This design comes from an exercise in tuning for small area, a short achievable clock period and few clock cycles per item on the open sky130 flow, not from production work. At most, simulation tests tie the RTL to the original design; equivalence was not proved. No activity file was given, so power comes from the tool's default toggle rates.

// err_estimat
module err_estimat
(
   input wire         clk,
   input wire         rst,
   input wire         i_start,
   input wire  [20:0] i_nv,
   input wire  [24:0] i_nu,
   input wire  [20:0] i_no,
   input wire  [20:0] i_mv,
   input wire  [20:0] i_mo,
   output wire [31:0] o_s1,
   output wire [31:0] o_e1,
   output reg         o_vld,
   output wire        o_error
);
==> flow/config.mk <==
export PLATFORM = sky130hd
export DESIGN_NAME = err_estimat
export DESIGN_NICKNAME = err_estimat
export VERILOG_FILES = /design/flow/design.v
export SDC_FILE = /design/flow/constraint.sdc
export NUM_CORES = 4
export LEC_CHECK = 0
export CAP_MARGIN = 20
export CORE_MARGIN = 2
export CORE_UTILIZATION = 40
export CTS_CLUSTER_DIAMETER = 120
export CTS_CLUSTER_SIZE = 40
export PLACE_DENSITY = 0.75
export SETUP_SLACK_MARGIN = 5
export SLEW_MARGIN = 20
==> flow/constraint.sdc <==
create_clock -name core_clock -period 10.0 [get_ports {clk}]
set_input_delay 2.0000 -clock core_clock [delete_from_list [all_inputs] [get_ports {clk}]]
set_output_delay 2.0000 -clock core_clock [all_outputs]
set_load 0.01 [all_outputs]
run.sh (not shown) runs the stock make flow with config.mk's settings and CLKGATE_MAP_FILE= SYNTH_SCRIPT=/design/flow/synth_recipe.tcl, a recipe that flattens the netlist after the stock synthesis.
The baseline completed with no timing, DRC or antenna violations.
Testbench counts at the start, summed over its fixed seeds: cycles 21,600, items 1,200.
Rerun with:
- CTS_CLUSTER_DIAMETER: 120 -> unset
- CTS_CLUSTER_SIZE: 40 -> unset
- PLACE_DENSITY: 0.75 -> 0.6
Setup slack got worse by 58 ps.
Total power fell by 0.88%.
Via count is lower by 2.9%.
Synthesized area is unchanged.
Rerun with:
- PLACE_DENSITY: 0.6 -> 0.75
Effect:
- die area stays the same
- final area went up slightly
- worst setup slack gets better by 58 ps
- non-clock buffer count falls by 4
- register-to-register slack improved by 60 ps
- hold slack gets better by 9.8 ps
- global-route usage falls by 1.1 points
Rerun with:
- PLACE_DENSITY: 0.75 -> 0.9
Result: Worst setup slack is about the same; synthesized area stays the same; register-to-register slack hardly moves.

* * *

err_estimat, a different RTL version from the one above (not shown whole).
For scale: ~3000 cells after synthesis, roughly 260 flip-flops, roughly 180 I/O pins.
Settings: LEC_CHECK=0, CAP_MARGIN=20, CORE_MARGIN=2, CORE_UTILIZATION=40, PLACE_DENSITY=0.6, SETUP_SLACK_MARGIN=5, SLEW_MARGIN=20; clock period 10.0 ns.
The starting point produced a clean layout.
Rerun with:
SETUP_SLACK_MARGIN = default   (was 5)
Via count goes down by 1.9%.
Routed wire length goes down by 0.69%.
Total power came out lower by about 6%.
First-iteration DRC count falls by about 0.7%.
Maximum frequency goes down by about 14%.
Utilization goes down by 1.7 points.
Design area went down by about 3.7%.
Worst setup slack loses 0.84 ns.
No run of this note included a check of the RTL's function; only the layout flow was run.

* * *

P:
Another version of the RTL of err_estimat (not shown whole).
Size: about 2,500 cells after synthesis, ~190 flip-flops, about 180 I/O pins, ~22,000 µm² of cells after synthesis.
==> flow/design.v (excerpt) <==
module err_estimat
(
   input wire         clk,
   input wire         rst,
   input wire         i_start,
   input wire  [20:0] i_nv,
   input wire  [24:0] i_nu,
   input wire  [20:0] i_no,
   input wire  [20:0] i_mv,
   input wire  [20:0] i_mo,
   output wire [31:0] o_s1,
   output wire [31:0] o_e1,
   output reg         o_vld,
   output wire        o_error
);
localparam [2239:0] TT_l_x6 = 2240'hfe00000000000000feffff7f00000000fe1f0080ffff0000fee03f80ff00ff00fee0c08103071f3f7ee1c78e1c78e1c78e26c9b26c9b26c9b24a5294a5294a52946318c6318c6318c6a5294a5294a5294acc6398e631cc63982a5a5495a92a5a548ff01ec33c87f00e933366cccc993332a555aa5555aa5554f0ff0000ff7f00fef000ff00ff800ffef0ff7f0f0080f0fef01f83f01f83f03e31e79c31e79c31c6526ba5d26ba5d64ae6318c6739cc639895a94a54b5ab5a54c33ce31ee11ef10ecc4c6c666666363255d5a5aaaaaa5a540780f0ff0f00f0fe7887f00ff00ff01e9999333333333366aaaa5555555555aaffff000000ffff0000ff00ffff00ff00ffff0000ffff0000ff00ff00ff00ff00;
function [34:0] l_x6;
    input [5:0] d;
    integer j;
    for (j = 0; j < 35; j = j + 1) l_x6[j] = TT_l_x6[j*64 + d];
  ...
make LEC_CHECK=0 CAP_MARGIN=20 CORE_MARGIN=2 CORE_UTILIZATION=40 PLACE_DENSITY=0.6 SETUP_SLACK_MARGIN=5 SLEW_MARGIN=20 finish   # period 10.0 ns
The flow did not stop early for P: all stages ran, and the layout cleared the timing, design-rule and antenna checks.
Testbench counts of P, summed over its fixed seeds: cycles 21,600, items 1,200.
Here is what was changed in the inputs of Q compared with P.
# P
export LEC_CHECK = 0
export CAP_MARGIN = 20
export CORE_MARGIN = 2
export CORE_UTILIZATION = 40
export PLACE_DENSITY = 0.6
export SETUP_SLACK_MARGIN = 5
export SLEW_MARGIN = 20
create_clock -name core_clock -period 10.0 [get_ports {clk}]
# Q
export LEC_CHECK = 0
export CAP_MARGIN = 20
export CORE_MARGIN = 2
export CORE_UTILIZATION = 65
export PLACE_DENSITY = 0.75
export SETUP_SLACK_MARGIN = 5
export SLEW_MARGIN = 20
create_clock -name core_clock -period 10.0 [get_ports {clk}]
[summary]
Worst setup slack delta (Q − P): unfavourable. Compared with P, Q ends up with less cell area. Taking P as 1.0, Q lands at 0.921 on cell total after placement. Summary: clock skew, Q worse than P. Q: met2 routed wirelength 1.9 mm below P. Between Q and P, it is Q whose area of the die is lower, by 21,000 µm². P vs Q, uppermost signal routing layer after detailed routing: met4 vs met5. Q: post-route met1 wirelength lower than P. Met3 wirelength from detailed routing: Q higher than P. Compared with P, Q shows critical path depth that has gone down by a little under 10%.

## separate check: timing with driven ports
How much do the figures lean on ideal ports? The routed layouts below were timed once more, with nothing changed but the port constraints.
Step 1 assumes that a clkbuf_16 drives the clock port and a buf_2 every other input.
Step 2, shift: input delay + t, output delay - t, t = (earliest + latest rising clock arrival at the registers) / 2. This alone moves slack from input paths to output paths.
a / b / c = ideal ports / drivers / drivers and shift; a / b = the first two.
run	t, ns	slack for setup (ns)	clock arrival spread, ns	worst slew at a driven data input, ns	pins driven straight from the clock port
the first run of note 1	0.528	5.116 / 5.116 / 5.116	0.010 / 0.010	0.09	1
the second run of note 1	0.534	5.058 / 5.058 / 5.058	0.024 / 0.023	0.10	1
the third run of note 1	0.528	5.116 / 5.116 / 5.116	0.010 / 0.010	0.09	1
the fourth run of note 1	0.522	5.118 / 5.118 / 5.118	0.010 / 0.011	0.09	1
the first run of note 2	0.616	4.844 / 4.783 / 5.098	0.033 / 0.032	0.10	1
the second run of note 2	0.607	4.003 / 4.003 / 4.003	0.028 / 0.028	0.09	1
P	0.520	4.892 / 4.892 / 4.892	0.012 / 0.012	0.06	1
Q	0.506	4.827 / 4.827 / 4.827	0.015 / 0.015	0.06	1
After both steps setup and hold are still met in every run listed.
